Context: an optimization exercise on an open-source flow, tuned for small area. The choices shown serve that exercise and are no tape-out recipe.
In this exercise RTL edits were held to simulation tests only and were not proved equivalent to the original.
No activity file was given, so power comes from the tool's default toggle rates.

==> inputs of run a <==
==> flow/design.v <==
module LAB4_legacy_4014 ( clk, reset, bit4_player2, bit4_password, bit4_setDigit_units, bit4_setDigit_tens, pushButton_RNG, pushButton_player2, pushButton_password,
		        seg7_CPU, seg7_player2, seg7_sum,seg7_units, seg7_tens, hexFdetection_led_red, hexFdetection_led_green, accessControl_led_red, accessControl_led_green);
input clk, reset;
input pushButton_RNG, pushButton_player2, pushButton_password;
input [3:0] bit4_player2, bit4_password;
input [3:0] bit4_setDigit_tens, bit4_setDigit_units;
output hexFdetection_led_red, hexFdetection_led_green, accessControl_led_red, accessControl_led_green;
output [6:0] seg7_CPU, seg7_player2, seg7_sum, seg7_units, seg7_tens;
reg pw_p, pw_q, p2_p, p2_q;
always @(posedge clk) begin
	pw_p <= reset & ~pw_q & ~pushButton_password;
	pw_q <= reset & (~pushButton_password | pw_p);
	p2_p <= reset & ~p2_q & ~pushButton_player2;
	p2_q <= reset & (~pushButton_player2 | p2_p);
end
wire pw = pw_p;
localparam S1 = 4'd0, S2 = 4'd1, S3 = 4'd2, S4 = 4'd3, S5 = 4'd4, S6 = 4'd5, S7 = 4'd6, S8 = 4'd7,
           S9 = 4'd8, S10 = 4'd9, S11 = 4'd10, S12 = 4'd11, PA = 4'd12, PA2 = 4'd13, PA3 = 4'd14;
reg [3:0] st;
reg bad, green, en_g, en_i, reconfig, wd, ld2, incr;
wire timeout, t10i;
wire in_s10 = (st == S10);
wire wrong = (st == S1 && bit4_password != 4'd4) || (st == S2 && bit4_password != 4'd0) ||
             (st == S3 && bit4_password != 4'd1) || (st == S4 && bit4_password != 4'd4);
always @(posedge clk) begin
	if (reset == 0) begin
		st <= S1;
		bad <= 0; green <= 0; en_g <= 0; en_i <= 0; reconfig <= 0; wd <= 0; ld2 <= 0; incr <= 0;
	end else begin
		incr <= in_s10 & ~pushButton_RNG;
		ld2 <= in_s10 & p2_p;
		en_g <= in_s10;
		wd <= (st == PA) & (t10i | wd);
		reconfig <= ((st == S8) & pw) | ((st == PA2) & t10i);
		if (st == S1) green <= 0;
		else if (st == S7) green <= 1;
		if (st == S6) bad <= 0;
		else if (pw & wrong) bad <= 1;
		case (st)
			S1, S8: en_i <= 0;
			S10: en_i <= ~timeout & pw;
			PA: en_i <= en_i & ~t10i & ~pw;
			PA2: en_i <= t10i | ~pw;
			default: ;
		endcase
		case (st)
			S1: if (pw) st <= S2;
			S2: if (pw) st <= S3;
			S3: if (pw) st <= S4;
			S4: if (pw) st <= S5;
			S5: st <= bad ? S6 : S7;
			S6: st <= S1;
			S7: st <= S8;
			S8: if (pw) st <= S9;
			S9: if (pw) st <= S10;
			S10: if (timeout) st <= S11; else if (pw) st <= PA;
			PA: if (wd & pw) st <= S10; else if (~t10i & pw) st <= PA2;
			PA2: if (t10i) st <= S8; else if (pw) st <= PA3;
			PA3: st <= S1;
			S11: if (pw) st <= S12;
			S12: if (pw) st <= S8;
			default: st <= S1;
		endcase
	end
end
assign accessControl_led_green = green;
assign accessControl_led_red = ~green;
localparam K1 = 99, K2 = 100, K3 = 10;
reg [6:0] c1;
reg t1g, t1i;
always @(posedge clk) begin
	if (en_g & en_i) c1 <= 7'd1;
	else if ((en_g | en_i) & (c1 != K1)) c1 <= c1 + 7'd1;
	else c1 <= 7'd0;
	t1g <= reset & en_g & (c1 == K1);
	t1i <= reset & en_i & ~en_g & (c1 == K1);
end
reg [6:0] c100g, c100i;
reg [3:0] c10g, c10i;
reg t100g, t100i, t10g, t10i_r;
always @(posedge clk) begin
	if (reset == 0) begin
		c100g <= 0; c100i <= 0; c10g <= 0; c10i <= 0;
		t100g <= 0; t100i <= 0; t10g <= 0; t10i_r <= 0;
	end else begin
		t100g <= t1g & (c100g == K2);
		if (t1g) c100g <= (c100g == K2) ? 7'd0 : c100g + 7'd1;
		t100i <= t1i & (c100i == K2);
		if (t1i) c100i <= (c100i == K2) ? 7'd0 : c100i + 7'd1;
		t10g <= t100g & (c10g == K3);
		if (t100g) c10g <= (c10g == K3) ? 4'd0 : c10g + 4'd1;
		t10i_r <= t100i & (c10i == K3);
		if (t100i) c10i <= (c10i == K3) ? 4'd0 : c10i + 4'd1;
	end
end
assign t10i = t10i_r;
wire decrement = t10g;
reg [3:0] du, dt;
reg dnb_u, dnb_t, borrow;
always @(posedge clk) begin
	if (reset == 0) begin
		du <= 0; dt <= 0; dnb_u <= 1; dnb_t <= 1; borrow <= 0;
	end else if (reconfig) begin
		dnb_u <= (bit4_setDigit_units == 0);
		if (bit4_setDigit_units > 9) du <= 4'd9;
		else if (bit4_setDigit_units != 0) du <= bit4_setDigit_units;
		dnb_t <= (bit4_setDigit_tens == 0);
		if (bit4_setDigit_tens > 9) dt <= 4'd9;
		else if (bit4_setDigit_tens != 0) dt <= bit4_setDigit_tens;
	end else begin
		borrow <= 0;
		if (decrement) begin
			if (du == 0) begin
				if (dnb_t) dnb_u <= 1;
				else begin borrow <= 1; du <= 4'd9; end
			end else begin
				du <= du - 4'd1;
				if (du == 1 && dnb_t) dnb_u <= 1;
			end
		end
		if (borrow) begin
			if (dt == 0) dnb_t <= 1;
			else begin
				dt <= dt - 4'd1;
				if (dt == 1) dnb_t <= 1;
			end
		end
	end
end
assign timeout = dnb_u;
reg [3:0] cpu, p2;
always @(posedge clk) begin
	if (reset == 0) begin
		cpu <= 0; p2 <= 0;
	end else begin
		if (incr | (cpu == 4'd15)) cpu <= cpu + 4'd1;
		if (ld2) p2 <= bit4_player2;
	end
end
wire [3:0] sum = cpu + p2;
assign hexFdetection_led_green = (sum == 4'hf);
assign hexFdetection_led_red = ~hexFdetection_led_green;
localparam [15:0] G0 = 16'b0010100000010010, G1 = 16'b1101100001100010, G2 = 16'b1101000000000110, G3 = 16'b1000010010010010, G4 = 16'b0000001010111000, G5 = 16'b0010000010001100, G6 = 16'b0001000010000011;
localparam [15:0] D0 = 16'b0000000000010010, D1 = 16'b0000000001100010, D2 = 16'b0000000000000110, D3 = 16'b0000000010010010, D4 = 16'b1010101010111000, D5 = 16'b0000000010001100, D6 = 16'b0000000010000011;
function [6:0] seg;
	input [3:0] d;
	seg = {G6[d], G5[d], G4[d], G3[d], G2[d], G1[d], G0[d]};
endfunction
function [6:0] segd;
	input [3:0] d;
	segd = {D6[d], D5[d], D4[d], D3[d], D2[d], D1[d], D0[d]};
endfunction
assign seg7_CPU = seg(cpu);
assign seg7_player2 = seg(p2);
assign seg7_sum = seg(sum);
assign seg7_tens = segd(dt);
assign seg7_units = segd(du);
endmodule
==> flow/run.sh <==
#!/bin/bash
# synth_recipe.tcl (not shown) runs the flow's synth.tcl, then flattens the netlist and writes it again
# the make line also repeats each setting of config.mk as NAME=value (left out here)
make -C /OpenROAD-flow-scripts/flow DESIGN_CONFIG=/design/flow/config.mk WORK_HOME=/design/flow/orfs CLKGATE_MAP_FILE= SYNTH_SCRIPT=/design/flow/synth_recipe.tcl finish
==> flow/config.mk <==
export PLATFORM = sky130hd
export DESIGN_NAME = LAB4_legacy_4014
export DESIGN_NICKNAME = LAB4_legacy_4014
export VERILOG_FILES = /design/flow/design.v
export SDC_FILE = /design/flow/constraint.sdc
export NUM_CORES = 4
export LEC_CHECK = 0
export CAP_MARGIN = 20
export CORE_MARGIN = 2
export CORE_UTILIZATION = 40
export SLEW_MARGIN = 20
==> flow/constraint.sdc <==
create_clock -name core_clock -period 10.0 [get_ports {clk}]
set_input_delay 2.0000 -clock core_clock [delete_from_list [all_inputs] [get_ports {clk}]]
set_output_delay 2.0000 -clock core_clock [all_outputs]
set_load 0.01 [all_outputs]
==> run b (differences from run a) <==
==> flow/flow/run.sh (new file) <==
#!/bin/bash
# Standard layout, with the smallest buffer on the ports and a lighter clock tree.
set -euo pipefail
CTS="-sink_clustering_enable -repair_clock_nets -dont_use_dummy_load"
CTS="$CTS -buf_list sky130_fd_sc_hd__clkbuf_4 -root_buf sky130_fd_sc_hd__clkbuf_4"
CTS="$CTS -sink_clustering_size 30 -sink_clustering_max_diameter 80"
bash standard.sh \
  "BUFFER_PORTS_ARGS=-buffer_cell sky130_fd_sc_hd__buf_1" \
  "CTS_ARGS=$CTS" \
  finish > standard.log 2>&1
==> flow/standard.sh (new file) <==
#!/bin/bash
# synth_recipe.tcl (not shown) runs the flow's synth.tcl, then flattens the netlist and writes it again
# the make line also repeats each setting of config.mk as NAME=value (left out here)
make -C /OpenROAD-flow-scripts/flow DESIGN_CONFIG=/design/flow/config.mk WORK_HOME=/design/flow/orfs CLKGATE_MAP_FILE= SYNTH_SCRIPT=/design/flow/synth_recipe.tcl "${@:-finish}"
removed: flow/run.sh
==> qor summary <==
	run a	run b
Result of the run	timing/DRC/antenna clean	timing/DRC/antenna clean
# clk buffers	11	9
Combinational share of power	0.078	0.089
Wirelength per Cell	12.61 um	12.37 um
Power density of the placed cells	113.8 nW/um^2	97.06 nW/um^2
Critical path's slowest cell	sky130_fd_sc_hd__xnor2_1	sky130_fd_sc_hd__fa_1
Destination of the critical timing path	seg7_sum[1]	seg7_sum[2]
Design Power	602.8 uW	462.4 uW
DRT Wirelength	9330 um	9069 um
LEAKAGE	0.001881 uW	0.001659 uW
Proportion of layout cells with a drive suffix above 1	0.06667	0.05565
Max Fanout on Critical Path	9	8
Vias in the first global route	3528	3476
RR Startpoint	st[2]	du[1]
DP Worst Slack	5417 ps	5787 ps
Root Buffer Master	sky130_fd_sc_hd__clkbuf_8	sky130_fd_sc_hd__clkbuf_4
Worst reg2reg setup slack	8110 ps	8120 ps

## port drivers added, routing unchanged
No port has a modelled driver above. Below, the same layouts with a new extraction and two added sets of constraints. Step 1 assumes that a clkbuf_16 drives the clock port and a buf_2 every other input. Step 2 moves the port delays by t, midway between the first and last clock arrival at a register: inputs arrive t later, outputs are due t later. That takes back most of the time a late clock gives input paths. Three values: ideal, step 1, step 2; two values: the first two.
| run | shift t [ns] | setup slack, ns | hold slack, ns | worst slew at a driven data input, ns | cell pins on the clock port's net |
|---|---|---|---|---|---|
| run a | 0.381 | 5.065 / 5.032 / 5.412 | 0.390 / 0.390 / 0.390 | 0.04 | 1 |
| run b | 0.411 | 5.393 / 5.365 / 5.777 | 0.396 / 0.396 / 0.396 | 0.04 | 1 |
After both steps setup and hold are still met in every run listed.
